What follows belongs to an exercise in optimizing a design on an open flow for small area; a production flow would make more cautious choices. RTL that was checked went through simulation tests only; none was proved equivalent to the original. Function not checked in runs 1, 2, 4 and 6: the RTL went through the layout flow alone.

==> flow/run.sh <==
#!/bin/bash
# Own layout flow: the standard layout (standard.sh) with these changes:
#  - ABC maps the combinational logic with an area-oriented script (abc_area.script);
#    registers are mapped before ABC runs, as in the standard synthesis, so they keep
#    their names and cells;
#  - each input and output port gets the smallest buffer (buf_1);
#  - the clock tree uses clkbuf_8 and no dummy loads (cts_args);
#  - after global routing, power recovery downsizes gates off the critical paths and
#    post_grt.tcl then repairs any slew or capacitance limit that broke.
# Each tool's full output is in orfs/logs/; make's output is in flow.log here.
set -euo pipefail
W=$PWD
F=$W/flow
{
  cat <<EOT
proc abc {args} {
  set i [lsearch -exact \$args -script]
  if {\$i >= 0} { lset args [expr {\$i + 1}] $F/abc_area.script }
  yosys abc {*}\$args
}
EOT
  cat "$W/synth_recipe.tcl"
} > "$W/own_synth.tcl"
CTS="-sink_clustering_enable -repair_clock_nets -dont_use_dummy_load"
[[ -f $F/cts_args ]] && CTS=$(cat "$F/cts_args")
# further make variables, one per line
EXTRA=()
if [[ -f $F/make_args ]]; then mapfile -t EXTRA < "$F/make_args"; fi
if [[ -f $F/post_grt.tcl ]]; then EXTRA+=("POST_GLOBAL_ROUTE_TCL=$F/post_grt.tcl"); fi
bash "$W/standard.sh" "SYNTH_SCRIPT=$W/own_synth.tcl" \
  "BUFFER_PORTS_ARGS=-buffer_cell sky130_fd_sc_hd__buf_1" \
  "CTS_ARGS=$CTS" "${EXTRA[@]}" finish > "$W/flow.log" 2>&1
==> flow/abc_area.script <==
strash
&get -n
&st
&synch2
&if -K 6 -a
&mfs
&st
&synch2
&if -K 6 -a
&mfs
&st
&dch -f
&nf -R 1000
&put
topo
dnsize -c
==> flow/cts_args <==
-sink_clustering_enable -repair_clock_nets -dont_use_dummy_load -buf_list sky130_fd_sc_hd__clkbuf_8 -sink_clustering_size 24 -sink_clustering_max_diameter 120
==> flow/make_args <==
RECOVER_POWER=100
==> flow/post_grt.tcl <==
# After power recovery (which downsizes gates off the critical paths), fix any slew or
# capacitance limit it broke, then legalize and reroute the touched nets.
global_route -start_incremental
repair_design -verbose -slew_margin $::env(SLEW_MARGIN) -cap_margin $::env(CAP_MARGIN)
detailed_placement
global_route -end_incremental
estimate_parasitics -global_routing
==> standard.sh <==
#!/bin/bash
# synth_recipe.tcl (not shown) runs the flow's synth.tcl, then flattens the netlist and writes it again
# the make line also repeats each setting of config.mk as NAME=value (left out here)
make -C /OpenROAD-flow-scripts/flow DESIGN_CONFIG=/design/flow/config.mk WORK_HOME=/design/flow/orfs CLKGATE_MAP_FILE= SYNTH_SCRIPT=/design/flow/synth_recipe.tcl "${@:-finish}"
==> config.mk <==
export PLATFORM = sky130hd
export DESIGN_NAME = VM
export DESIGN_NICKNAME = VM
export VERILOG_FILES = /design/flow/design.v
export SDC_FILE = /design/flow/constraint.sdc
export NUM_CORES = 4
export LEC_CHECK = 0
export CAP_MARGIN = 5
export CORE_MARGIN = 2
export CORE_UTILIZATION = 65
export GPL_TIMING_DRIVEN = 0
export PLACE_DENSITY = 0.8
export SLEW_MARGIN = 5
==> constraint.sdc <==
create_clock -name core_clock -period 12.0 [get_ports {i_clk}]
set_input_delay 2.4000 -clock core_clock [delete_from_list [all_inputs] [get_ports {i_clk}]]
set_output_delay 2.4000 -clock core_clock [all_outputs]
set_load 0.01 [all_outputs]
==> design.v <==
module VM ( i_product,
            i_money,
            i_buy,
            i_clk,
            i_rst_n,
            o_product,
            o_change,
            o_busy,
            o_no_change,
            o_strobe,
            o_need_more_money,
            o_future_change,
            o_empty);
input          i_clk, i_rst_n;
input   [3:0]  i_product;
input   [15:0] i_money;
input          i_buy;
output     [3:0]  o_product;
output reg [20:0] o_change;
output     [20:0] o_future_change;
output            o_busy;
output            o_no_change;
output            o_strobe;
output            o_need_more_money;
output            o_empty;
localparam PRICE = 100;
localparam S_START  = 3'b000;
localparam S_NOCH   = 3'b001;
localparam S_EMPTY  = 3'b010;
localparam S_CHOOSE = 3'b100;
localparam S_WAIT   = 3'b101;
localparam S_CALC   = 3'b110;
localparam S_PAY    = 3'b111;
reg [2:0] state, next_state;
reg [3:0] sold [1:10];
reg [4:0] cnt [0:14];
reg [20:0] money;
reg [20:0] future_change;
reg [3:0]  code_product;
reg [3:0]  chg;                
function [15:0] denom;
  input integer k;
  case (k)
    0:  denom = 16'd50000;
    1:  denom = 16'd20000;
    2:  denom = 16'd10000;
    3:  denom = 16'd5000;
    4:  denom = 16'd2000;
    5:  denom = 16'd1000;
    6:  denom = 16'd500;
    7:  denom = 16'd200;
    8:  denom = 16'd100;
    9:  denom = 16'd50;
    10: denom = 16'd25;
    11: denom = 16'd10;
    12: denom = 16'd5;
    13: denom = 16'd2;
    default: denom = 16'd1;
  endcase
endfunction
function ge_c;
  input [20:0] x;
  input [20:0] k;
  integer j;
  reg r;
  begin
    r = 1'b1;
    for (j = 0; j < 21; j = j + 1)
      r = k[j] ? (x[j] & r) : (x[j] | r);
    ge_c = r;
  end
endfunction
wire st_choose = (state == S_CHOOSE);
wire st_wait   = (state == S_WAIT);
wire st_calc   = (state == S_CALC);
wire st_pay    = (state == S_PAY);
integer i;
reg [10:1] soldout;
reg        empty;
always @* begin
  empty = 1'b1;
  for (i = 1; i <= 10; i = i + 1) begin
    soldout[i] = sold[i][3] & sold[i][1];    
    empty = empty & soldout[i];
  end
end
reg [10:1] sel_prod;
reg        prod_ok;
always @* begin
  prod_ok = 1'b0;
  for (i = 1; i <= 10; i = i + 1) begin
    sel_prod[i] = (i_product == i);
    prod_ok = prod_ok | (sel_prod[i] & ~soldout[i]);
  end
end
reg [14:0] avail, grant, nz, hit, upd;
reg [15:0] dsel;
reg [3:0]  gidx;
reg        seen;
always @* begin
  seen = 1'b0;
  dsel = st_calc ? PRICE[15:0] : 16'd0;
  gidx = 4'd0;
  for (i = 0; i < 15; i = i + 1) begin
    nz[i]    = (cnt[i] != 5'd22);
    hit[i]   = (i_money == denom(i));
    avail[i] = st_pay & ge_c(money, {5'd0, denom(i)}) & nz[i];
    grant[i] = avail[i] & ~seen;
    seen = seen | avail[i];
    if (grant[i]) begin
      dsel = dsel | denom(i);
      gidx = gidx | (i + 1);
    end
    upd[i] = (st_wait & hit[i]) | grant[i];
  end
end
reg [4:0] csel;
always @* begin
  csel = 5'd0;
  for (i = 0; i < 15; i = i + 1)
    csel = csel | ({5{upd[i]}} & cnt[i]);
end
wire [4:0] cx = csel ^ {5{~st_wait}};
wire [4:0] cnew = csel ^ {&cx[3:0], &cx[2:0], &cx[1:0], cx[0], 1'b1};
wire        sub = ~st_wait;
wire [20:0] op  = {{5{sub}}, ~dsel & ({16{sub}} | i_money)};
wire [20:0] next_money;
wire [11:0] cl;
wire [5:0]  c0, c1;
wire [15:11] s0, s1;
assign cl[0] = sub;
assign c0[0] = 1'b0;
assign c1[0] = 1'b1;
genvar g;
generate
  for (g = 0; g < 11; g = g + 1) begin : g_lo
    assign next_money[g] = money[g] ^ op[g] ^ cl[g];
    assign cl[g+1] = (money[g] & op[g]) | (cl[g] & (money[g] ^ op[g]));
  end
  for (g = 11; g < 16; g = g + 1) begin : g_mid
    assign s0[g] = money[g] ^ op[g] ^ c0[g-11];
    assign c0[g-10] = (money[g] & op[g]) | (c0[g-11] & (money[g] ^ op[g]));
    assign s1[g] = money[g] ^ op[g] ^ c1[g-11];
    assign c1[g-10] = (money[g] & op[g]) | (c1[g-11] & (money[g] ^ op[g]));
  end
endgenerate
assign next_money[15:11] = ({5{cl[11]}} & s1) | ({5{~cl[11]}} & s0);
wire c16 = (cl[11] & c1[5]) | (~cl[11] & c0[5]);
wire [4:0] hi = money[20:16];
wire [4:0] hx = hi ^ {5{sub}};
wire [4:0] hpm = hi ^ {&hx[3:0], &hx[2:0], &hx[1:0], hx[0], 1'b1};    
assign next_money[20:16] = (c16 ^ sub) ? hpm : hi;
wire up_sel0 = c0[5] ^ sub;
wire up_sel1 = c1[5] ^ sub;
wire up_z0   = up_sel0 ? ~|hpm : ~|hi;
wire up_z1   = up_sel1 ? ~|hpm : ~|hi;
wire hi_z0   = ~|s0 & up_z0;                        
wire hi_z1   = ~|s1 & up_z1;                        
wire hi_z    = (cl[11] & hi_z1) | (~cl[11] & hi_z0);
wire paid_off = hi_z & ~|next_money[10:0];
wire enough   = ~hi_z | (|next_money[10:7]) | ge_c({14'd0, next_money[6:0]}, PRICE);
wire one_empty = ~nz[14];
assign o_busy            = state[2];
assign o_need_more_money = st_wait & ~enough;
assign o_strobe          = (st_pay & paid_off) | (state == S_NOCH);
assign o_no_change       = (state == S_NOCH);
assign o_empty           = (state == S_EMPTY);
assign o_product         = code_product;
assign o_future_change   = future_change;
always @* begin
  o_change = 21'd0;
  for (i = 0; i < 15; i = i + 1)
    if (chg == i + 1) o_change = {5'd0, denom(i)};
end
always @* begin
  next_state = state;
  case (state)
    S_START:  if (empty) next_state = S_EMPTY;
              else if (i_buy) next_state = S_CHOOSE;
    S_CHOOSE: if (prod_ok) next_state = S_WAIT;
    S_WAIT:   if (enough) next_state = S_CALC;
    S_CALC:   next_state = S_PAY;
    S_PAY:    if (paid_off) next_state = S_START;
              else if (one_empty) next_state = S_NOCH;
    S_NOCH:   next_state = S_START;
    default:  ;
  endcase
end
always @(posedge i_clk or negedge i_rst_n) begin
  if (!i_rst_n) begin
    state         <= S_START;
    money         <= 21'd0;
    future_change <= 21'd0;
    code_product  <= 4'd0;
    chg           <= 4'd0;
  end else begin
    state <= next_state;
    money <= next_money;
    if (st_calc) future_change <= next_money;
    if (st_choose) code_product <= i_product;
    chg <= gidx;
  end
end
generate
  for (g = 1; g <= 10; g = g + 1) begin : g_prod
    wire tp = st_choose & sel_prod[g] & ~soldout[g];
    always @(posedge i_clk or negedge i_rst_n)
      if (!i_rst_n) sold[g] <= 4'd0;
      else sold[g] <= sold[g] ^ ({4{tp}} & {&sold[g][2:0], &sold[g][1:0], sold[g][0], 1'b1});
  end
  for (g = 0; g < 15; g = g + 1) begin : g_cnt
    always @(posedge i_clk or negedge i_rst_n)
      if (!i_rst_n) cnt[g] <= 5'd0;
      else if (upd[g]) cnt[g] <= cnew;
  end
endgenerate
endmodule
==> summary.txt, run 1 <==
Compound-Gate Fraction of Synth Area: 13.5%
synthesized area: 0.00877 sq mm
CTS Hold Bufs: 0
# diodes: 0
xor/xnor share of the synthesized area: 4.90%
Crit. End Element: output port
Placeable Area: 0.0132 sq mm
Routed Antenna Nets: 0
Hold Path Class: register to register
vias in the first global route: 7270
Final Critical Period: 11.56 ns
Max Clk Rate: 0.0865 GHz
GRT Residual Overflow: 0
required time of the critical path: 9.60 ns
pre-CTS setup slack: 0.243 ns
DR WL/cell: 19.6 um
CTS sink cnt: 168
Syn Area/Cell: 10.2 sq um
largest family of logic cells by synthesized area: simple AND/OR/NAND/NOR gates
post-CTS resize count: 4
Vias/cell: 6.43
total track usage: 32.3%
global-route wire length before repair: 36300 um
Final Cell Area: 0.00979 sq mm
fraction of layout cells with a size suffix above 1: 6.39%
DIE HEIGHT: 120 um
Clk Latency, worst-skew pair: 0.46 ns
arrival time worst endpoint: 9.16 ns
CP startpoint: money[18]
Top FF cell, synth: dfrtp_1
Final Slew Violations: 0
most area-hungry cell type in the Yosys netlist: dfrtp_1
CTS tree: done
Final WS setup: 0.436 ns
Unique masters post-synth: 52
final wirelength: 22500 um
top-count cell post-synth: dfrtp_1
Worst Path Class, Setup: register to output port
Slew headroom: 17.3%
CP max FO: 7
Cells after Synth: 860
startpoint types: register
slew of the pin with the lowest slew margin: 1.23 ns
Post-synth top cells: 168 x dfrtp_1, 90 x nand2_1, 90 x nor2_1
slowest CP cell: dfrtp_2
Cell Area, Placed: 0.00945 sq mm
worst r2r src: money[18]
CTS root buf: clkbuf_8
Initial Util: 66.5%
status: timing/DRC/antenna clean
Port-buffer cells: 68
IO Count: 74
Vias: 7373
CP max stage delay: 0.46 ns
Synth Warn #: 3
clk buf depth: 2
Yosys reg bits: 168
max-cap violations: 0
Fin. Hold Viols: 0
Final #Nets: 1027
router iterations before antenna repair: 9
Worst Hold Depth: 1
Post-CTS Setup Bufs: 0
area grow syn2layout: 11.7%
1st-iter DRT viols: 793
pin count of the biggest net entering global routing: 43
Crit path top cell by count: fa_1
Reg2Reg Depth: 43
area fraction of the dominant cell type after synthesis: 48.0%
Post-synth EDFFs: 0
capture point of the worst path: o_need_more_money
Inserted Clock Buffers: 17
initial antenna violation count: 0
Synth area leaders: dfrtp_1 48%, mux2_1 5.9%, fa_1 4.3%
mux contribution to synthesized area: 6.59%
async set or reset register ratio after synthesis: 100%
Final setup viols: 0
Worst R2R End: state[2]
Seq/Total Area, Yosys: 48.0%
Post-DP HPWL: 16700 um
die area: 0.0144 sq mm
Std-Cell Rows: 42
htree depth: 4
period utilisation layout: 96.4%
# DRC: 0
die width: 120 um
RePlAce Congestion: 1.03
post-synthesis adder-cell area fraction: 6.05%
area share of and/or/nand/nor cells after synthesis: 18.6%
Worst-path clk slew: 0.09 ns
Worst R2R Setup Slack: 2.67 ns
clock skew: 0.0294 ns
[worst max-delay path: cells and delay by family (launching register included)]
kind | cells | cell delay (ns)
AND/OR/NAND/NOR | 15 | 2.51
flip-flops | 1 | 0.46
AO/OA/AOI/OAI | 5 | 0.98
buffers and inverters | 7 | 0.77
adder cells (fa/ha/maj) | 11 | 3.99
[metrics by stage]
stage	TNS (ns)	cells	utilization, %	hold WS, ns
3_5_place_dp	0	1120	71.7	0.458
3_3_place_gp	-0.235	1108	70.2	0.441
4_1_cts	0	1137	73.6	0.477
2_1_floorplan	0	864	-	0.428
6_report	0	1147	74.2	0.477
[how the worst min path moves through the flow]
stage	start	end	slack, ns
3_3_place_gp	sold[6][3]	sold[6][3]	0.44
3_5_place_dp	sold[8][3]	sold[8][3]	0.46
4_1_cts	sold[6][2]	sold[6][2]	0.48
6_report	sold[8][3]	sold[8][3]	0.48
2_1_floorplan	sold[6][3]	sold[6][3]	0.43
[flip-flops by register name, summed over array words and instances, names as in the netlist]
register,count
future_change,21
cnt,75
state,3
sold,40
code_product,4
money,21
chg,4
[cell usage in the layout (no fill, tap or decap), drive strengths merged, types with 8 or more instances in the layout]
cell type  instances
a22oi              9
clkinv            44
nand4             17
nand3             29
xor2              30
nand2b            10
nand2             90
nor2              90
a221oi             8
dfrtp            168
nand4b            18
and3              12
mux2              46
ha                12
o21ai             39
a21oi             50
or3               10
clkbuf            27
nor4              11
xnor2             19
fa                19
buf               85
nor3              21
[routing by layer]
layer | wire (um) | vias up | part of all wire [%] | GRT usage, %
li1 | - | 3356 | - | -
met1 | 9290 | 3636 | 41 | 42.3
met2 | 10800 | 315 | 48 | 52.0
met3 | 1660 | 66 | 7.4 | 7.75
met4 | 737 | 0 | 3.3 | 13.3
met5 | 0 | - | 0 | 0
[kinds of logic (layout without fill, tap and decap cells)]
kind of cell | after synthesis | count (layout)
simple gates | 332 | 332
compound gates | 178 | 178
flops | 168 | 168
mux | 52 | 52
xor+xnor | 49 | 49
buf+inv | 49 | 156
fa+ha+maj | 31 | 31
other cells | 1 | 5
[layout make-up]
type                       instances  area (sq um)
clock buffer                      17           234
timing repair buffer              90           452
sequential                       168          4210
buffer                             5          37.5
inverter                          44           165
multi-input combinational        647          4480
fill                             951          3400
tap                              176           220
==> inputs of run 2 (changes only) <==
--- a/design.v
+++ b/design.v
@@ -27,10 +27,10 @@
 localparam S_START  = 3'b000;
 localparam S_NOCH   = 3'b001;
 localparam S_EMPTY  = 3'b010;
-localparam S_CHOOSE = 3'b100;
-localparam S_WAIT   = 3'b101;
-localparam S_CALC   = 3'b110;
-localparam S_PAY    = 3'b111;
+localparam S_CHOOSE = 3'b110;
+localparam S_WAIT   = 3'b100;
+localparam S_CALC   = 3'b111;
+localparam S_PAY    = 3'b101;
 reg [2:0] state, next_state;
 reg [3:0] sold [1:10];
 reg [4:0] cnt [0:14];
@@ -123,7 +123,7 @@
 wire [4:0] cx = csel ^ {5{~st_wait}};
 wire [4:0] cnew = csel ^ {&cx[3:0], &cx[2:0], &cx[1:0], cx[0], 1'b1};
 wire        sub = ~st_wait;
-wire [20:0] op  = {{5{sub}}, ~dsel & ({16{sub}} | i_money)};
+wire [20:0] op  = st_wait ? {5'd0, i_money} : ~{5'd0, dsel};
 wire [20:0] next_money;
 wire [11:0] cl;
 wire [5:0]  c0, c1;
==> run 2 against run 1 <==
Net effect: cell area increased by 0.31%; worst hold slack got worse by 0.0063 ns; critical path depth is the same; area after synthesis up 0.37%; clock-buffer cell count unchanged; global-route usage fell by 1.6 points; synthesized cell count increased by 5.9%; non-clock buffer count down 8.
==> summary.txt, run 2 <==
status: timing/DRC/antenna clean
IO Count: 74
post-CTS resize count: 8
initial antenna violation count: 0
Cells after Synth: 911
fill count: 1007
commonest non-fill, non-tap cell in the layout: dfrtp_1
slowest CP cell: or4_4
# DRC: 0
Worst Hold Depth: 1
setup_tns: 0 ns
Final Cell Area: 0.00982 sq mm
DR WL/cell: 18.3 um
pre-CTS setup slack: 0.149 ns
Port-buffer cells: 68
Seq/Total Area, Yosys: 47.8%
Syn Area/Cell: 9.66 sq um
Crit path top cell by count: fa_1
Worst Hold Path EP: sold[10][3]
CTS Hold Bufs: 0
Crit. End Element: output port
Worst R2R End: state[2]
max-cap violations: 0
Vias: 7470
Final WS setup: 0.430 ns
worst r2r src: money[5]
Max Clk Rate: 0.0864 GHz
final wirelength: 21800 um
router iterations before antenna repair: 6
CTS root buf: clkbuf_8
Initial Util: 66.4%
top-count cell post-synth: dfrtp_1
async set or reset register ratio after synthesis: 100%
Final #Nets: 1070
RePlAce Congestion: 0.991
Top Registers: cnt (75), sold (40)
Post-synth EDFFs: 0
fraction of layout cells with a size suffix above 1: 6.51%
slew of the pin with the lowest slew margin: 1.23 ns
global-route wire length before repair: 34700 um
Final Critical Period: 11.57 ns
clk buf depth: 2
Top FF cell, synth: dfrtp_1
total track usage: 30.7%
Synth Warn #: 3
Reg2Reg Depth: 40
Final setup viols: 0
period utilisation layout: 96.4%
max FFs per register: 75
Vias/cell: 6.28
die area: 0.0145 sq mm
Placeable Area: 0.0132 sq mm
Unique masters post-synth: 55
Inserted Clock Buffers: 17
GRT Residual Overflow: 0
area grow syn2layout: 11.6%
Worst R2R Setup Slack: 2.60 ns
Post-DP HPWL: 15700 um
Util after Layout: 74.2%
CP max FO: 7
startpoint types: register
Worst-path clk slew: 0.08 ns
clock skew: 0.0337 ns
CP max stage delay: 0.55 ns
required time of the critical path: 9.60 ns
htree depth: 4
Biggest register: cnt
vias in the first global route: 6999
CTS sink cnt: 168
Hold Path Origin: sold[10][3]
DIE HEIGHT: 120 um
area fraction of the dominant cell type after synthesis: 47.8%
most area-hungry cell type in the Yosys netlist: dfrtp_1
die width: 120 um
Hold Path Class: register to register
Cell Area, Placed: 0.00943 sq mm
Post-CTS Setup Bufs: 0
Routed Antenna Nets: 0
Synth area leaders: dfrtp_1 48%, nor2_1 5.1%, fa_1 4.3%
Clk Latency, worst-skew pair: 0.46 ns
synthesized area: 0.00880 sq mm
CP startpoint: money[5]
Fin. Hold Viols: 0
Post-synth top cells: 168 x dfrtp_1, 120 x nor2_1, 95 x nand2_1
Std-Cell Rows: 42
# diodes: 0
pin count of the biggest net entering global routing: 42
Worst Path Class, Setup: register to output port
Yosys reg bits: 168
Final Slew Violations: 0
CTS tree: done
highest-count cells in the layout ignoring fill and taps: 167 x dfrtp_1, 119 x nor2_1, 90 x nand2_1
Slew headroom: 18.0%
arrival time worst endpoint: 9.17 ns
1st-iter DRT viols: 845
## run 2: cell count changes after synthesis, sizes merged, moves of 9 or more
cell	change
nor2	+30
mux2	-30
nand3	+21
a21oi	+23
a22oi	+10
nor3	+9
## run 2: area by class of cell
type                            instances  area (sq um)  share of cell area, %
Timing Repair Buffer                   82           374                   3.81
Inverter                               46           173                   1.76
Tap cell                              176           220                   2.24
Multi-Input combinational cell        696          4580                   46.6
Clock buffer                           17           234                   2.38
Buffer                                  5          37.5                  0.382
Sequential cell                       168          4210                   42.8
## run 2: worst max path at each step
stage / endpoint / slack (ns) / cells past startpoint
finish: o_strobe / 0.43 / 38
detailed placement: o_need_more_money / 0.15 / 32
floorplan: o_strobe / 1.33 / 23
global placement: o_need_more_money / 0.19 / 32
CTS: o_strobe / 0.05 / 38
## run 2: critical path: cells and delay by family, from the launching register on
kind | cells | cell delay (ns)
AOI/OAI and AO/OA | 9 | 1.67
adders and majority gates | 11 | 4.02
buffers and inverters | 6 | 0.55
DFF | 1 | 0.45
and+or+nand+nor | 12 | 1.99
## run 2: cells by family after synthesis
kind of cell | synth area share [%]
simple gates | 20.3
compound gates | 15.1
flops | 47.8
buf+inv | 2.39
xor+xnor | 4.78
fa+ha+maj | 6.03
mux | 3.53
other cells | 0.0426
## run 2: stage by stage
stage               hold slack, ns  instances
floorplan                    0.436        915
global placement             0.448       1159
detailed placement           0.455       1166
CTS                          0.475       1183
finish                       0.471       1190
## run 2: metal layers
layer  track usage, %  up-vias  wire length, um
met5                0        -                0
met4             8.94        0              421
met3             6.60       37             1650
met2             48.6      323            10400
met1             43.3     3621             9290
li1                 -     3489                -
==> inputs of run 3 (changes only) <==
--- a/design.v
+++ b/design.v
@@ -27,10 +27,10 @@
 localparam S_START  = 3'b000;
 localparam S_NOCH   = 3'b001;
 localparam S_EMPTY  = 3'b010;
-localparam S_CHOOSE = 3'b110;
-localparam S_WAIT   = 3'b100;
-localparam S_CALC   = 3'b111;
-localparam S_PAY    = 3'b101;
+localparam S_CHOOSE = 3'b100;
+localparam S_WAIT   = 3'b101;
+localparam S_CALC   = 3'b110;
+localparam S_PAY    = 3'b111;
 reg [2:0] state, next_state;
 reg [3:0] sold [1:10];
 reg [4:0] cnt [0:14];
@@ -150,15 +150,8 @@
 wire [4:0] hx = hi ^ {5{sub}};
 wire [4:0] hpm = hi ^ {&hx[3:0], &hx[2:0], &hx[1:0], hx[0], 1'b1};    
 assign next_money[20:16] = (c16 ^ sub) ? hpm : hi;
-wire up_sel0 = c0[5] ^ sub;
-wire up_sel1 = c1[5] ^ sub;
-wire up_z0   = up_sel0 ? ~|hpm : ~|hi;
-wire up_z1   = up_sel1 ? ~|hpm : ~|hi;
-wire hi_z0   = ~|s0 & up_z0;                        
-wire hi_z1   = ~|s1 & up_z1;                        
-wire hi_z    = (cl[11] & hi_z1) | (~cl[11] & hi_z0);
-wire paid_off = hi_z & ~|next_money[10:0];
-wire enough   = ~hi_z | (|next_money[10:7]) | ge_c({14'd0, next_money[6:0]}, PRICE);
+wire enough    = ge_c(next_money, PRICE);
+wire paid_off  = ~|next_money;
 wire one_empty = ~nz[14];
 assign o_busy            = state[2];
 assign o_need_more_money = st_wait & ~enough;
==> run 3 against run 2 <==
Net effect: still clean on timing, DRC and antenna; first-iteration DRC count fell by 4.7%; area after synthesis rose by 0.46%; critical path depth is 5 lower; worst hold slack got worse by 0.0088 ns; synthesized cell count decreased by 6.0%; flip-flop and latch count is the same; utilization up 3.6 points; register-to-register slack lost 0.65 ns; clock-buffer cell count is the same.
==> summary.txt, run 3 <==
Final Cell Area: 0.0103 sq mm
CTS root buf: clkbuf_8
startpoint types: register
mux contribution to synthesized area: 8.21%
# DRC: 0
DR WL/cell: 19.7 um
# diodes: 0
Routed Antenna Nets: 0
1st-iter DRT viols: 805
total track usage: 31.5%
clock skew: 0.0247 ns
initial antenna violation count: 0
Final WS setup: 0.142 ns
Slew headroom: 11.4%
Placeable Area: 0.0132 sq mm
Worst-path clk slew: 0.08 ns
die width: 121 um
commonest non-fill, non-tap cell in the layout: dfrtp_1
Fin. Hold Viols: 0
Std-Cell Rows: 42
Initial Util: 66.7%
clk buf depth: 2
Biggest register: cnt
router iterations before antenna repair: 9
Post-synth EDFFs: 0
largest family of logic cells by synthesized area: simple AND/OR/NAND/NOR gates
RePlAce Congestion: 0.939
slew of the pin with the lowest slew margin: 1.32 ns
area share of and/or/nand/nor cells after synthesis: 19.2%
Syn Area/Cell: 10.3 sq um
Worst Path Class, Setup: register to output port
Cells after Synth: 856
vias in the first global route: 7247
Crit path top cell by count: fa_2
Max Used Layer: met4
pin count of the biggest net entering global routing: 45
synthesized area: 0.00884 sq mm
area fraction of the dominant cell type after synthesis: 47.6%
Top FF cell, synth: dfrtp_1
CP max FO: 5
Compound-Gate Fraction of Synth Area: 12.2%
post-synthesis adder-cell area fraction: 6.00%
Top Registers: cnt (75), sold (40)
Cell Area, Placed: 0.00947 sq mm
hold_ws: 0.462 ns
Yosys reg bits: 168
period utilisation layout: 98.8%
Final Critical Period: 11.86 ns
Port-buffer cells: 68
Crit. End Element: output port
top-count cell post-synth: dfrtp_1
Synth area leaders: dfrtp_1 48%, mux2_1 7.6%, nand2_1 4.8%
Max Clk Rate: 0.0843 GHz
CTS Hold Bufs: 0
Post-synth top cells: 168 x dfrtp_1, 113 x nand2_1, 75 x nor2_1
Hold Path Class: register to register
fill count: 897
Vias/cell: 6.43
setup_tns: 0 ns
Vias: 7459
Inserted Clock Buffers: 17
Post-DP HPWL: 16100 um
Unique masters post-synth: 52
die area: 0.0145 sq mm
most area-hungry cell type in the Yosys netlist: dfrtp_1
CP max stage delay: 0.61 ns
async set or reset register ratio after synthesis: 100%
final wirelength: 22800 um
Final Slew Violations: 0
CTS sink cnt: 168
met2 wire length: 10900 um
Seq/Total Area, Yosys: 47.6%
pre-CTS setup slack: -1.10 ns
max FFs per register: 75
area grow syn2layout: 16.5%
GRT Residual Overflow: 0
DIE HEIGHT: 121 um
arrival time worst endpoint: 9.46 ns
global-route wire length before repair: 36000 um
Synth Warn #: 3
fraction of layout cells with a size suffix above 1: 12.5%
met3 WL: 1580 um
Final #Nets: 1040
status: timing/DRC/antenna clean
CTS tree: done
xor/xnor share of the synthesized area: 4.86%
htree depth: 4
IO Count: 74
WL met1: 9790 um
Post-CTS Setup Bufs: 7
highest-count cells in the layout ignoring fill and taps: 167 x dfrtp_1, 107 x nand2_1, 73 x nor2_1
required time of the critical path: 9.60 ns
Clk Latency, worst-skew pair: 0.46 ns
Final setup viols: 0
slowest CP cell: or4_4
max-cap violations: 0
post-CTS resize count: 37
[run 3: cell type report]
type / instances / area, sq um / share of cell area, %
plain buffers: 5 / 37.5 / 0.365
repair buffers: 107 / 611 / 5.93
multi-input cells: 651 / 4850 / 47.1
well taps: 176 / 220 / 2.14
inverters: 36 / 138 / 1.34
flip-flops and latches: 168 / 4210 / 40.9
clock buffers: 17 / 234 / 2.27
[run 3: worst max-delay path, delay by kind of cell (launching register included)]
family / cells / cell delay, ns
xor gates and xnor gates: 2 / 0.40
muxes: 1 / 0.33
buffers and inverters: 6 / 0.38
AOI/OAI and AO/OA: 3 / 0.55
adders and majority gates: 11 / 3.79
and+or+nand+nor: 10 / 3.14
DFF: 1 / 0.41
[run 3: per-layer routing]
layer / vias up / global-route usage, %
met4: 0 / 8.58
li1: 3375 / -
met3: 53 / 7.97
met5: - / 0
met2: 317 / 50.1
met1: 3714 / 43.4
[run 3: worst paths after layout]
kind,from,endpoint,slack [ns],depth (start not counted)
min in group asynchronous,i_rst_n,money[19],1.87,1
max in group asynchronous,i_rst_n,cnt[6][4],8.78,5
setup reg to reg,money[19],state[1],1.95,37
setup / recovery,money[19],o_need_more_money,0.14,33
hold / removal,sold[9][3],sold[9][3],0.46,1
hold reg to reg,sold[9][3],sold[9][3],0.46,1
[run 3: cell families after synthesis]
group	count (synthesis)
AND/OR/NAND/NOR	346
flip-flops	168
AO/OA/AOI/OAI	155
multiplexers	65
XOR/XNOR	49
buffers and inverters	41
adder cells (fa/ha/maj)	31
other	1
[run 3: metrics by stage]
step | utilization, % | std cells
after CTS | 74.9 | 1134
after floorplan | - | 860
final | 77.7 | 1160
after global placement | 70.4 | 1104
after detailed placement | 71.5 | 1110
==> inputs of run 4 (changes only) <==
--- a/design.v
+++ b/design.v
@@ -58,6 +58,27 @@
     default: denom = 16'd1;
   endcase
 endfunction
+function [3:0] dcode;
+  input integer k;
+  case (k)
+    0: dcode = 4'd2;
+    1: dcode = 4'd1;
+    2: dcode = 4'd3;
+    3: dcode = 4'd4;
+    4: dcode = 4'd5;
+    5: dcode = 4'd6;
+    6: dcode = 4'd7;
+    7: dcode = 4'd8;
+    8: dcode = 4'd9;
+    9: dcode = 4'd10;
+    10: dcode = 4'd14;
+    11: dcode = 4'd12;
+    12: dcode = 4'd15;
+    13: dcode = 4'd11;
+    14: dcode = 4'd13;
+    default: dcode = 4'd0;
+  endcase
+endfunction
 function ge_c;
   input [20:0] x;
   input [20:0] k;
@@ -109,7 +130,7 @@
     seen = seen | avail[i];
     if (grant[i]) begin
       dsel = dsel | denom(i);
-      gidx = gidx | (i + 1);
+      gidx = gidx | dcode(i);
     end
     upd[i] = (st_wait & hit[i]) | grant[i];
   end
@@ -123,7 +144,7 @@
 wire [4:0] cx = csel ^ {5{~st_wait}};
 wire [4:0] cnew = csel ^ {&cx[3:0], &cx[2:0], &cx[1:0], cx[0], 1'b1};
 wire        sub = ~st_wait;
-wire [20:0] op  = st_wait ? {5'd0, i_money} : ~{5'd0, dsel};
+wire [20:0] op  = {{5{sub}}, ~dsel & ({16{sub}} | i_money)};
 wire [20:0] next_money;
 wire [11:0] cl;
 wire [5:0]  c0, c1;
@@ -150,8 +171,15 @@
 wire [4:0] hx = hi ^ {5{sub}};
 wire [4:0] hpm = hi ^ {&hx[3:0], &hx[2:0], &hx[1:0], hx[0], 1'b1};    
 assign next_money[20:16] = (c16 ^ sub) ? hpm : hi;
-wire enough    = ge_c(next_money, PRICE);
-wire paid_off  = ~|next_money;
+wire up_sel0 = c0[5] ^ sub;
+wire up_sel1 = c1[5] ^ sub;
+wire up_z0   = up_sel0 ? ~|hpm : ~|hi;
+wire up_z1   = up_sel1 ? ~|hpm : ~|hi;
+wire hi_z0   = ~|s0 & up_z0;                        
+wire hi_z1   = ~|s1 & up_z1;                        
+wire hi_z    = (cl[11] & hi_z1) | (~cl[11] & hi_z0);
+wire paid_off = hi_z & ~|next_money[10:0];
+wire enough   = ~hi_z | (|next_money[10:7]) | ge_c({14'd0, next_money[6:0]}, PRICE);
 wire one_empty = ~nz[14];
 assign o_busy            = state[2];
 assign o_need_more_money = st_wait & ~enough;
@@ -163,7 +191,7 @@
 always @* begin
   o_change = 21'd0;
   for (i = 0; i < 15; i = i + 1)
-    if (chg == i + 1) o_change = {5'd0, denom(i)};
+    if (chg == dcode(i)) o_change = {5'd0, denom(i)};
 end
 always @* begin
   next_state = state;
==> run 4 against run 3 <==
Net effect: clock-buffer cell count unchanged; wire length decreased by 8.0%; non-clock buffer count decreased by 25; fmax increased by 3.2%; sequential share of layout area increased by 2.3 points; die area decreased by 0.18%; first-iteration DRC count decreased by 12%; register-to-register slack improved by 0.52 ns.
==> summary.txt, run 4 <==
Final #Nets: 1058
slew of the pin with the lowest slew margin: 1.28 ns
Cells after Synth: 899
Cell Area, Placed: 0.00947 sq mm
router iterations before antenna repair: 5
arrival time worst endpoint: 9.09 ns
commonest non-fill, non-tap cell in the layout: dfrtp_1
DIE HEIGHT: 121 um
startpoint types: register
vias in the first global route: 6891
Worst-path clk slew: 0.09 ns
CTS root buf: clkbuf_8
synthesized area: 0.00882 sq mm
Synth Warn #: 3
Vias: 7332
Slew headroom: 14.0%
Crit. End Element: output port
Syn Area/Cell: 9.81 sq um
CTS tree: done
Max Clk Rate: 0.0870 GHz
CTS Hold Bufs: 0
most area-hungry cell type in the Yosys netlist: dfrtp_1
highest-count cells in the layout ignoring fill and taps: 168 x dfrtp_1, 105 x nor2_1, 90 x nand2_1
met3 WL: 1330 um
met2 wire length: 9590 um
Clk Latency, worst-skew pair: 0.47 ns
htree depth: 4
CP max stage delay: 0.46 ns
final wirelength: 21000 um
required time of the critical path: 9.60 ns
Final setup viols: 0
Std-Cell Rows: 42
Worst Path Class, Setup: register to output port
Unique masters post-synth: 59
Crit path top cell by count: fa_1
DR WL/cell: 17.8 um
Final Cell Area: 0.00975 sq mm
Top Registers: cnt (75), sold (40)
Post-DP HPWL: 15300 um
Post-CTS Setup Bufs: 0
total track usage: 30.0%
Vias/cell: 6.22
global-route wire length before repair: 34000 um
initial antenna violation count: 0
period utilisation layout: 95.8%
Biggest register: cnt
slowest CP cell: dfrtp_1
1st-iter DRT viols: 708
# diodes: 0
die width: 121 um
top-count cell post-synth: dfrtp_1
Routed Antenna Nets: 0
status: timing/DRC/antenna clean
# DRC: 0
post-CTS resize count: 1
GRT Residual Overflow: 0
Inserted Clock Buffers: 17
Seq/Total Area, Yosys: 47.7%
Hold Path Class: register to register
Post-synth top cells: 168 x dfrtp_1, 106 x nor2_1, 90 x nand2_1
pin count of the biggest net entering global routing: 41
IO Count: 74
max FFs per register: 75
Max Used Layer: met4
clock skew: 0.0217 ns
clk buf depth: 2
setup_tns: 0 ns
max-cap violations: 0
Initial Util: 66.6%
area fraction of the dominant cell type after synthesis: 47.7%
Yosys reg bits: 168
CP max FO: 6
RePlAce Congestion: 0.913
WL met1: 9610 um
area grow syn2layout: 10.5%
async set or reset register ratio after synthesis: 100%
CTS sink cnt: 168
Post-synth EDFFs: 0
die area: 0.0145 sq mm
fraction of layout cells with a size suffix above 1: 4.79%
Placeable Area: 0.0132 sq mm
Synth area leaders: dfrtp_1 48%, nor2_1 4.5%, fa_1 4.3%
Fin. Hold Viols: 0
Port-buffer cells: 68
Final Slew Violations: 0
Top FF cell, synth: dfrtp_1
Final Critical Period: 11.49 ns
[run 4: kinds of logic after synthesis]
kind of cell	Yosys count	synth area share, %
and+or+nand+nor	353	19.4
muxes	34	4.11
other	1	0.0425
AOI/OAI and AO/OA	206	15.2
xor gates and xnor gates	50	4.96
buffers and inverters	56	2.60
adders and majority gates	31	6.01
DFF	168	47.7
[run 4: critical path: cells and delay by family (launching register included)]
kind	cells	cell delay (ns)
buffers and inverters	5	0.44
and+or+nand+nor	10	2.29
AOI/OAI and AO/OA	8	1.46
adders and majority gates	11	3.99
DFF	1	0.46
[run 4: area by class of cell]
| cell class | count | area (sq um) |
|---|---|---|
| buffer | 5 | 37.5 |
| clock buffer | 17 | 234 |
| fill | 987 | 3500 |
| inverter | 51 | 191 |
| multi-input combinational | 679 | 4490 |
| sequential | 168 | 4200 |
| tap | 176 | 220 |
| timing repair buffer | 82 | 364 |
[run 4: final timing paths]
| path | startpoint | cells after the start | slack [ns] | to |
|---|---|---|---|---|
| setup reg to reg | money[17] | 40 | 2.47 | state[2] |
| min in group asynchronous | i_rst_n | 1 | 2.00 | sold[2][2] |
| max in group asynchronous | i_rst_n | 2 | 8.71 | cnt[1][2] |
| hold / removal | sold[6][3] | 1 | 0.47 | sold[6][3] |
| setup / recovery | money[17] | 34 | 0.51 | o_strobe |
| hold reg to reg | sold[6][3] | 1 | 0.47 | sold[6][3] |
[run 4: metal layers]
metal	GRT usage, %	up-vias
met3	5.75	51
met2	46.5	279
li1	-	3459
met4	8.65	0
met5	0	-
met1	43.7	3543
[run 4: per-stage QoR]
step	worst slack, ns	util (%)	std cells	hold WS, ns
final	0.509	73.6	1178	0.467
after CTS	0.0735	73.3	1171	0.467
after detailed placement	0.509	71.5	1154	0.444
after global placement	0.0345	70.3	1147	0.448
after floorplan	1.64	-	903	0.428
==> inputs of run 5 (changes only) <==
--- a/design.v
+++ b/design.v
@@ -58,27 +58,6 @@
     default: denom = 16'd1;
   endcase
 endfunction
-function [3:0] dcode;
-  input integer k;
-  case (k)
-    0: dcode = 4'd2;
-    1: dcode = 4'd1;
-    2: dcode = 4'd3;
-    3: dcode = 4'd4;
-    4: dcode = 4'd5;
-    5: dcode = 4'd6;
-    6: dcode = 4'd7;
-    7: dcode = 4'd8;
-    8: dcode = 4'd9;
-    9: dcode = 4'd10;
-    10: dcode = 4'd14;
-    11: dcode = 4'd12;
-    12: dcode = 4'd15;
-    13: dcode = 4'd11;
-    14: dcode = 4'd13;
-    default: dcode = 4'd0;
-  endcase
-endfunction
 function ge_c;
   input [20:0] x;
   input [20:0] k;
@@ -130,21 +109,13 @@
     seen = seen | avail[i];
     if (grant[i]) begin
       dsel = dsel | denom(i);
-      gidx = gidx | dcode(i);
+      gidx = gidx | (i + 1);
     end
     upd[i] = (st_wait & hit[i]) | grant[i];
   end
 end
-reg [4:0] csel;
-always @* begin
-  csel = 5'd0;
-  for (i = 0; i < 15; i = i + 1)
-    csel = csel | ({5{upd[i]}} & cnt[i]);
-end
-wire [4:0] cx = csel ^ {5{~st_wait}};
-wire [4:0] cnew = csel ^ {&cx[3:0], &cx[2:0], &cx[1:0], cx[0], 1'b1};
 wire        sub = ~st_wait;
-wire [20:0] op  = {{5{sub}}, ~dsel & ({16{sub}} | i_money)};
+wire [20:0] op  = st_wait ? {5'd0, i_money} : ~{5'd0, dsel};
 wire [20:0] next_money;
 wire [11:0] cl;
 wire [5:0]  c0, c1;
@@ -165,21 +136,14 @@
     assign c1[g-10] = (money[g] & op[g]) | (c1[g-11] & (money[g] ^ op[g]));
   end
 endgenerate
-assign next_money[15:11] = ({5{cl[11]}} & s1) | ({5{~cl[11]}} & s0);
-wire c16 = (cl[11] & c1[5]) | (~cl[11] & c0[5]);
+assign next_money[15:11] = cl[11] ? s1 : s0;
+wire c16 = cl[11] ? c1[5] : c0[5];
 wire [4:0] hi = money[20:16];
 wire [4:0] hx = hi ^ {5{sub}};
 wire [4:0] hpm = hi ^ {&hx[3:0], &hx[2:0], &hx[1:0], hx[0], 1'b1};    
 assign next_money[20:16] = (c16 ^ sub) ? hpm : hi;
-wire up_sel0 = c0[5] ^ sub;
-wire up_sel1 = c1[5] ^ sub;
-wire up_z0   = up_sel0 ? ~|hpm : ~|hi;
-wire up_z1   = up_sel1 ? ~|hpm : ~|hi;
-wire hi_z0   = ~|s0 & up_z0;                        
-wire hi_z1   = ~|s1 & up_z1;                        
-wire hi_z    = (cl[11] & hi_z1) | (~cl[11] & hi_z0);
-wire paid_off = hi_z & ~|next_money[10:0];
-wire enough   = ~hi_z | (|next_money[10:7]) | ge_c({14'd0, next_money[6:0]}, PRICE);
+wire enough    = ge_c(next_money, PRICE);
+wire paid_off  = ~|next_money;
 wire one_empty = ~nz[14];
 assign o_busy            = state[2];
 assign o_need_more_money = st_wait & ~enough;
@@ -191,7 +155,7 @@
 always @* begin
   o_change = 21'd0;
   for (i = 0; i < 15; i = i + 1)
-    if (chg == dcode(i)) o_change = {5'd0, denom(i)};
+    if (chg == i + 1) o_change = {5'd0, denom(i)};
 end
 always @* begin
   next_state = state;
@@ -230,9 +194,10 @@
       else sold[g] <= sold[g] ^ ({4{tp}} & {&sold[g][2:0], &sold[g][1:0], sold[g][0], 1'b1});
   end
   for (g = 0; g < 15; g = g + 1) begin : g_cnt
+    wire [4:0] px = cnt[g] ^ {5{~st_wait}};
     always @(posedge i_clk or negedge i_rst_n)
       if (!i_rst_n) cnt[g] <= 5'd0;
-      else if (upd[g]) cnt[g] <= cnew;
+      else cnt[g] <= cnt[g] ^ ({5{upd[g]}} & {&px[3:0], &px[2:0], &px[1:0], px[0], 1'b1});
   end
 endgenerate
 endmodule
==> run.sh (new file) <==
#!/bin/bash
# synth_recipe.tcl (not shown) runs the flow's synth.tcl, then flattens the netlist and writes it again
# the make line also repeats each setting of config.mk as NAME=value (left out here)
make -C /OpenROAD-flow-scripts/flow DESIGN_CONFIG=/design/flow/config.mk WORK_HOME=/design/flow/orfs CLKGATE_MAP_FILE= SYNTH_SCRIPT=/design/flow/synth_recipe.tcl finish
==> config.mk (replaced) <==
export PLATFORM = sky130hd
export DESIGN_NAME = VM
export DESIGN_NICKNAME = VM
export VERILOG_FILES = /design/flow/design.v
export SDC_FILE = /design/flow/constraint.sdc
export NUM_CORES = 4
export LEC_CHECK = 0
export CAP_MARGIN = 20
export CORE_MARGIN = 2
export CORE_UTILIZATION = 40
export SLEW_MARGIN = 20
removed: flow/run.sh
removed: flow/abc_area.script
removed: flow/cts_args
removed: flow/make_args
removed: flow/post_grt.tcl
removed: standard.sh
==> run 5 against run 4 <==
Net effect: now fails the layout checks on setup timing; register-to-register slack worse by 0.96 ns; via count is 20% higher; flip-flop and latch count is the same; worst hold slack got worse by 0.0077 ns; global-route usage fell by 8.9 points; die area up 80%; cell area is 31% higher; clock skew decreased by 0.0098 ns; non-clock buffer count increased by 140; setup slack worse by 1.2 ns.
==> summary.txt, run 5 <==
initial antenna violation count: 0
family with the most delay on the worst path: adder cells
# diodes: 0
Yosys reg bits: 168
die width: 162 um
Top FF cell, synth: dfrtp_1
Std-Cell Rows: 57
Worst Hold Depth: 1
setup_tns: -1.29 ns
Vias: 8788
most area-hungry cell type in the Yosys netlist: dfrtp_1
Worst-path clk slew: 0.08 ns
1st-iter DRT viols: 657
CTS tree: done
required time of the critical path: 9.60 ns
async set or reset register ratio after synthesis: 100%
CP max stage delay: 0.55 ns
Finished Layout Cells: 1590
Inserted Clock Buffers: 17
# DRC: 0
Post-synth top cells: 168 x dfrtp_1, 90 x nor2_1, 62 x nand3_1
router iterations before antenna repair: 5
Worst Hold Path EP: sold[9][3]
top-count cell post-synth: dfrtp_1
Slew headroom: 42.5%
GRT Residual Overflow: 0
Final WS setup: -0.650 ns
RePlAce Congestion: 0.913
Syn Area/Cell: 9.40 sq um
Post-synth EDFFs: 0
clock skew: 0.0118 ns
Synth area leaders: dfrtp_1 42%, xor2_1 4.7%, xnor2_1 4.3%
Final Slew Violations: 0
Crit. End Element: output port
Port-buffer cells: 68
Biggest register: cnt
Final #Nets: 1303
Seq/Total Area, Yosys: 42.2%
Post-DP HPWL: 20000 um
Hold Path Origin: sold[9][3]
vias in the first global route: 8532
Worst R2R End: state[1]
CTS sink cnt: 168
global-route wire length before repair: 43900 um
worst r2r src: money[10]
Util after Layout: 52.2%
Fail Reasons: setup timing
hold_ws: 0.459 ns
Cells after Synth: 1059
arrival time worst endpoint: 10.25 ns
CTS root buf: clkbuf_16
fraction of layout cells with a size suffix above 1: 19.3%
CP max FO: 5
clk buf depth: 2
DIE HEIGHT: 162 um
final wirelength: 26800 um
max FFs per register: 75
slew of the pin with the lowest slew margin: 0.858 ns
area grow syn2layout: 28.0%
IO Count: 74
highest-count cells in the layout ignoring fill and taps: 168 x dfrtp_1, 157 x buf_4, 89 x nor2_1
synthesized area: 0.00996 sq mm
total track usage: 21.1%
Fin. Hold Viols: 0
area fraction of the dominant cell type after synthesis: 42.2%
Worst Path Class, Setup: register to output port
max-cap violations: 0
Top Registers: cnt (75), sold (40)
worst path bufs/invs: 4
status: failed layout checks
Crit path top cell by count: fa_2
Final Critical Period: 12.65 ns
pin count of the biggest net entering global routing: 77
DR WL/cell: 16.8 um
commonest non-fill, non-tap cell in the layout: dfrtp_1
Initial Util: 40.8%
Placeable Area: 0.0244 sq mm
period utilisation layout: 105%
Routed Antenna Nets: 0
Worst R2R Setup Slack: 1.51 ns
Clk Latency, worst-skew pair: 0.45 ns
slowest CP cell: or4_4
htree depth: 4
Vias/cell: 5.53
Max Clk Rate: 0.0791 GHz
Unique masters post-synth: 70
Synth Warn #: 3
Reg2Reg Depth: 32
Final setup viols: 2
RSZ-0062 raised after global routing: true
Hold Path Class: register to register
die area: 0.0262 sq mm
Inst Count DP: 1549
startpoint types: register
run 5: cell count changes after synthesis, moves of 14 or more:
| cell | before | now |
|---|---|---|
| clkinv_1 | 51 | 0 |
| o211ai_1 | 3 | 19 |
| xor2_1 | 26 | 53 |
| mux2_1 | 18 | 0 |
| nand2_1 | 90 | 51 |
| nor3_1 | 20 | 52 |
| inv_1 | 0 | 40 |
| clkbuf_1 | 0 | 39 |
| nor2_1 | 106 | 90 |
| nand3_1 | 42 | 62 |
| o21ai_0 | 67 | 50 |
| nor4_1 | 11 | 25 |
| xnor2_1 | 24 | 49 |
run 5: routing by layer:
| metal | routed length (um) | track usage (%) | share of wire [%] |
|---|---|---|---|
| met3 | 1130 | 3.73 | 4.2 |
| met2 | 12900 | 35.1 | 48 |
| met1 | 11900 | 27.3 | 44 |
| met4 | 853 | 8.73 | 3.2 |
| met5 | 0 | 0 | 0 |
run 5: kinds of logic after synthesis:
logic type      synth area share (%)
compound gates                  13.6
other cells                   0.0377
simple gates                    23.9
flops                           42.2
xor+xnor                        8.97
buf+inv                         3.92
mux                             2.84
fa+ha+maj                       4.52
run 5: cell type report:
type,instances,area [sq um]
Clock inverter,15,193
Sequential cell,168,4200
Tap cell,324,405
Clock buffer,17,425
Multi-Input combinational cell,799,5500
Inverter,40,150
Timing Repair Buffer,227,1870
Fill cell,2256,11600
run 5: how the worst max path moves through the flow:
stage               start           endpoint  cells after the start
6_report        money[10]           o_strobe                     32
5_1_grt         money[10]           o_strobe                     30
4_1_cts         money[10]           o_strobe                     30
3_5_place_dp   i_money[0]  o_need_more_money                     24
3_3_place_gp   i_money[0]  o_need_more_money                     24
2_1_floorplan  i_money[0]  o_need_more_money                     22
run 5: repair_timing:
item	CTS	global route
gates cloned	0	0
endpoints found under the setup margin	2	2
pin swaps	2	7
buffers inserted	5	4
resized for setup	22	1
hold buffers	0	0
run 5: through the flow:
step                      instance area (sq um)  worst slack [ns]
after CTS                                 12700            -0.615
after global placement                    12000             -1.29
final                                     12700            -0.650
after global routing                      12700            -0.901
after detailed placement                  12000             -1.38
after floorplan                           10000            -0.110
run 5: worst reg2reg max path, delay by kind of cell, from the launching register on:
kind | cells | cell delay [ns]
AOI/OAI and AO/OA | 6 | 1.12
adders and majority gates | 15 | 5.71
buffers and inverters | 3 | 0.38
DFF | 1 | 0.38
muxes | 1 | 0.17
and+or+nand+nor | 7 | 2.61
==> inputs of run 6 (changes only) <==
--- a/design.v
+++ b/design.v
@@ -114,6 +114,14 @@
     upd[i] = (st_wait & hit[i]) | grant[i];
   end
 end
+reg [4:0] csel;
+always @* begin
+  csel = 5'd0;
+  for (i = 0; i < 15; i = i + 1)
+    csel = csel | ({5{upd[i]}} & cnt[i]);
+end
+wire [4:0] cx = csel ^ {5{~st_wait}};
+wire [4:0] cnew = csel ^ {&cx[3:0], &cx[2:0], &cx[1:0], cx[0], 1'b1};
 wire        sub = ~st_wait;
 wire [20:0] op  = st_wait ? {5'd0, i_money} : ~{5'd0, dsel};
 wire [20:0] next_money;
@@ -136,14 +144,23 @@
     assign c1[g-10] = (money[g] & op[g]) | (c1[g-11] & (money[g] ^ op[g]));
   end
 endgenerate
-assign next_money[15:11] = cl[11] ? s1 : s0;
-wire c16 = cl[11] ? c1[5] : c0[5];
+assign next_money[15:11] = ({5{cl[11]}} & s1) | ({5{~cl[11]}} & s0);
+wire [5:0] ch;
+assign ch[0] = (cl[11] & c1[5]) | (~cl[11] & c0[5]);
+generate
+  for (g = 16; g < 21; g = g + 1) begin : g_hi
+    assign next_money[g] = money[g] ^ sub ^ ch[g-16];
+    assign ch[g-15] = (money[g] & sub) | (ch[g-16] & (money[g] ^ sub));
+  end
+endgenerate
 wire [4:0] hi = money[20:16];
-wire [4:0] hx = hi ^ {5{sub}};
-wire [4:0] hpm = hi ^ {&hx[3:0], &hx[2:0], &hx[1:0], hx[0], 1'b1};    
-assign next_money[20:16] = (c16 ^ sub) ? hpm : hi;
-wire enough    = ge_c(next_money, PRICE);
-wire paid_off  = ~|next_money;
+wire up_z0   = sub ? (hi == 5'd1) : (hi == 5'd0);   
+wire up_z1   = sub ? (hi == 5'd0) : (hi == 5'd31);  
+wire hi_z0   = ~|s0 & (c0[5] ? up_z1 : up_z0);      
+wire hi_z1   = ~|s1 & (c1[5] ? up_z1 : up_z0);      
+wire hi_z    = (cl[11] & hi_z1) | (~cl[11] & hi_z0);
+wire paid_off = hi_z & ~|next_money[10:0];
+wire enough   = ~hi_z | (|next_money[10:7]) | ge_c({14'd0, next_money[6:0]}, PRICE);
 wire one_empty = ~nz[14];
 assign o_busy            = state[2];
 assign o_need_more_money = st_wait & ~enough;
@@ -194,10 +211,9 @@
       else sold[g] <= sold[g] ^ ({4{tp}} & {&sold[g][2:0], &sold[g][1:0], sold[g][0], 1'b1});
   end
   for (g = 0; g < 15; g = g + 1) begin : g_cnt
-    wire [4:0] px = cnt[g] ^ {5{~st_wait}};
     always @(posedge i_clk or negedge i_rst_n)
       if (!i_rst_n) cnt[g] <= 5'd0;
-      else cnt[g] <= cnt[g] ^ ({5{upd[g]}} & {&px[3:0], &px[2:0], &px[1:0], px[0], 1'b1});
+      else if (upd[g]) cnt[g] <= cnew;
   end
 endgenerate
 endmodule
==> flow/run.sh (new file) <==
#!/bin/bash
# Own layout flow: the standard layout (standard.sh), with
#  - an area-oriented ABC script for the combinational logic (registers are mapped as in the
#    standard synthesis, before ABC runs, so they keep their names and cells),
#  - the smallest buffer on each input and output port,
#  - a clock tree without dummy loads.
# Each tool's full output is in orfs/logs/; make's output is in flow.log here.
set -euo pipefail
W=$PWD
F=$W/flow
cat > "$W/own_synth.tcl" <<EOT
proc abc {args} {
  set i [lsearch -exact \$args -script]
  if {\$i >= 0} { lset args [expr {\$i + 1}] $F/abc_area.script }
  yosys abc {*}\$args
}
source $W/synth_recipe.tcl
EOT
CTS="-sink_clustering_enable -repair_clock_nets -dont_use_dummy_load"
[[ -f $F/cts_args ]] && CTS=$(cat "$F/cts_args")
bash "$W/standard.sh" "SYNTH_SCRIPT=$W/own_synth.tcl" \
  "BUFFER_PORTS_ARGS=-buffer_cell sky130_fd_sc_hd__buf_1" \
  "CTS_ARGS=$CTS" finish > "$W/flow.log" 2>&1
==> flow/abc_area.script (new file) <==
strash
&get -n
&st
&synch2
&if -K 6 -a
&mfs
&st
&synch2
&if -K 6 -a
&mfs
&st
&dch -f
&nf -R 1000
&put
topo
dnsize -c
==> flow/cts_args (new file) <==
-sink_clustering_enable -repair_clock_nets -dont_use_dummy_load -buf_list sky130_fd_sc_hd__clkbuf_8 -sink_clustering_size 24 -sink_clustering_max_diameter 120
==> standard.sh (new file) <==
#!/bin/bash
# synth_recipe.tcl (not shown) runs the flow's synth.tcl, then flattens the netlist and writes it again
# the make line also repeats each setting of config.mk as NAME=value (left out here)
make -C /OpenROAD-flow-scripts/flow DESIGN_CONFIG=/design/flow/config.mk WORK_HOME=/design/flow/orfs CLKGATE_MAP_FILE= SYNTH_SCRIPT=/design/flow/synth_recipe.tcl "${@:-finish}"
==> config.mk (replaced) <==
export PLATFORM = sky130hd
export DESIGN_NAME = VM
export DESIGN_NICKNAME = VM
export VERILOG_FILES = /design/flow/design.v
export SDC_FILE = /design/flow/constraint.sdc
export NUM_CORES = 4
export LEC_CHECK = 0
export CAP_MARGIN = 5
export CORE_MARGIN = 2
export CORE_UTILIZATION = 65
export GPL_TIMING_DRIVEN = 0
export PLACE_DENSITY = 0.8
export SLEW_MARGIN = 5
removed: run.sh
==> run 6 against run 5 <==
Net effect: now clean on timing, DRC and antenna; area after synthesis shrank 11%; final cell count shrank 25%; fmax grew 8.3%; largest cell class unchanged; flip-flop and latch count is the same; register-to-register slack gained 0.27 ns; worst hold slack gained 0.014 ns.
==> summary.txt, run 6 <==
Fin. Hold Viols: 0
Vias/cell: 6.26
period utilisation layout: 97.4%
highest-count cells in the layout ignoring fill and taps: 168 x dfrtp_1, 137 x nor2_1, 71 x nand2_1
area fraction of the dominant cell type after synthesis: 47.2%
fraction of layout cells with a size suffix above 1: 5.87%
max FFs per register: 75
slew of the pin with the lowest slew margin: 1.23 ns
DIE HEIGHT: 121 um
CP max stage delay: 0.58 ns
Stages on worst setup path: 33
required time of the critical path: 9.60 ns
Post-synth top cells: 168 x dfrtp_1, 140 x nor2_1, 73 x nand2_1
Hold Path Class: register to register
startpoint types: register
commonest non-fill, non-tap cell in the layout: dfrtp_1
clk buf depth: 2
die width: 121 um
Crit. End Element: output port
area of the multi-input gates: 0.00460 sq mm
area grow syn2layout: 11.3%
pin count of the biggest net entering global routing: 40
# DRC: 0
Yosys reg bits: 168
hold_ws: 0.473 ns
Vias: 7504
vias in the first global route: 7151
Biggest register: cnt
Synth Warn #: 3
GRT Residual Overflow: 0
Inserted Clock Buffers: 17
Post-synth EDFFs: 0
worst path bufs/invs: 3
Max Clk Rate: 0.0856 GHz
IO Count: 74
Slew headroom: 17.7%
Syn Area/Cell: 9.63 sq um
top-count cell post-synth: dfrtp_1
CTS sink cnt: 168
CP startpoint: money[17]
global-route wire length before repair: 35600 um
setup_tns: 0 ns
Top FF cell, synth: dfrtp_1
Crit path top cell by count: fa_1
CP max FO: 6
Seq/Total Area, Yosys: 47.2%
Initial Util: 67.0%
Top Registers: cnt (75), sold (40)
Max Used Layer: met4
Cells after Synth: 925
met3 WL: 1650 um
Util after Layout: 74.6%
Final Critical Period: 11.68 ns
# diodes: 0
DR WL/cell: 18.0 um
CTS root buf: clkbuf_8
clock skew: 0.0313 ns
router iterations before antenna repair: 7
Final setup viols: 0
total track usage: 31.1%
Synth area leaders: dfrtp_1 47%, nor2_1 5.9%, fa_1 5.2%
RePlAce Congestion: 0.942
Worst Path Class, Setup: register to output port
fill count: 981
final wirelength: 21600 um
Unique masters post-synth: 52
htree depth: 4
Post-DP HPWL: 16100 um
CTS tree: done
Worst Hold Depth: 1
1st-iter DRT viols: 656
slowest CP cell: or4_4
die area: 0.0147 sq mm
Final Slew Violations: 0
arrival time worst endpoint: 9.28 ns
Hold Path Origin: sold[4][3]
worst r2r src: money[17]
Placeable Area: 0.0133 sq mm
Worst-path clk slew: 0.07 ns
Reg2Reg Depth: 37
Std-Cell Rows: 42
initial antenna violation count: 0
synthesized area: 0.00891 sq mm
Cell Area, Placed: 0.00956 sq mm
most area-hungry cell type in the Yosys netlist: dfrtp_1
status: timing/DRC/antenna clean
Port-buffer cells: 68
Final #Nets: 1083
Clk Latency, worst-skew pair: 0.48 ns
max-cap violations: 0
WL met1: 9330 um
Reg area: 0.00420 sq mm
family with the most delay on the worst path: adder cells
Routed Antenna Nets: 0
async set or reset register ratio after synthesis: 100%
Final Cell Area: 0.00992 sq mm
Worst R2R Setup Slack: 1.78 ns
met2 wire length: 10200 um
[run 6: cell count changes in the layout (fill, tap and decap cells not counted), sizes merged, moves of 33 or more]
cell	delta
nand3	-33
clkdlybuf4s50	-64
xnor2	-36
nor2	+50
buf	-81
clkinv	+57
inv	-47
[run 6: final timing paths]
| kind | endpoint |
|---|---|
| hold reg to reg | sold[4][3] |
| min in group asynchronous | future_change[17] |
| max in group asynchronous | sold[6][0] |
| hold / removal | sold[4][3] |
| setup reg to reg | future_change[20] |
| setup / recovery | o_need_more_money |
[run 6: final cells by class]
type / instances / share of cell area (%)
buffer: 5 / 0.378
clock buffer: 17 / 2.36
inverter: 64 / 2.42
multi-input combinational: 692 / 46.3
sequential: 168 / 42.4
tap: 176 / 2.22
timing repair buffer: 77 / 3.90
[run 6: stage by stage]
| stage | instances | setup slack, ns |
|---|---|---|
| after floorplan | 929 | 1.11 |
| after global placement | 1173 | 0.0752 |
| after CTS | 1199 | 0.00902 |
| after global routing | 1199 | -0.0372 |
| final | 1199 | 0.316 |
| after detailed placement | 1181 | -0.0567 |
[run 6: per-layer routing]
metal,vias up,track usage [%]
li1,3511,-
met2,308,48.8
met3,46,6.77
met1,3639,43.6
met4,0,10.2
met5,-,0
[run 6: repair_timing]
action                     4_1_cts  5_1_grt
setup buffers                    1        0
hold buffers                     0        0
gates resized for setup          7       20
setup endpoints to repair        2        2
pin swaps                        4        5
[run 6: kinds of logic (layout without fill, tap and decap cells)]
kind of cell | count (synthesis) | count (layout) | share of synthesized area (%)
buffers and inverters | 69 | 163 | 3.12
adder cells (fa/ha/maj) | 35 | 35 | 6.85
flip-flops | 168 | 168 | 47.2
AO/OA/AOI/OAI | 203 | 203 | 15.0
other | 1 | 5 | 0.0421
multiplexers | 27 | 27 | 3.05
XOR/XNOR | 43 | 43 | 4.23
AND/OR/NAND/NOR | 379 | 379 | 20.5

==> separate check: timing with driven ports <==
In the flow no input, the clock included, has a driving cell. The finished layouts below were timed again as built, in two steps.
Step 1 assumes that a clkbuf_16 drives the clock port and a buf_2 every other input.
Step 2 times the ports against the registers' clock, not the clock port: input delays grow and output delays shrink by t, the midpoint of the rising clock arrivals with the driver on.
a / b / c = ideal / step 1 / step 2; a / b = the first two.
run | shift t [ns] | setup slack, ns | hold WS [ns]
run 1 | 0.483 | 0.436 / 0.398 / 0.726 | 0.477 / 0.477 / 0.477
run 2 | 0.484 | 0.430 / 0.392 / 0.727 | 0.471 / 0.471 / 0.471
run 3 | 0.483 | 0.142 / 0.103 / 0.439 | 0.462 / 0.462 / 0.462
run 4 | 0.495 | 0.509 / 0.473 / 0.968 | 0.467 / 0.467 / 0.467
run 5 | 0.487 | -0.650 / -0.695 / -0.630 | 0.459 / 0.459 / 0.459
run 6 | 0.501 | 0.316 / 0.277 / 0.778 | 0.473 / 0.473 / 0.473
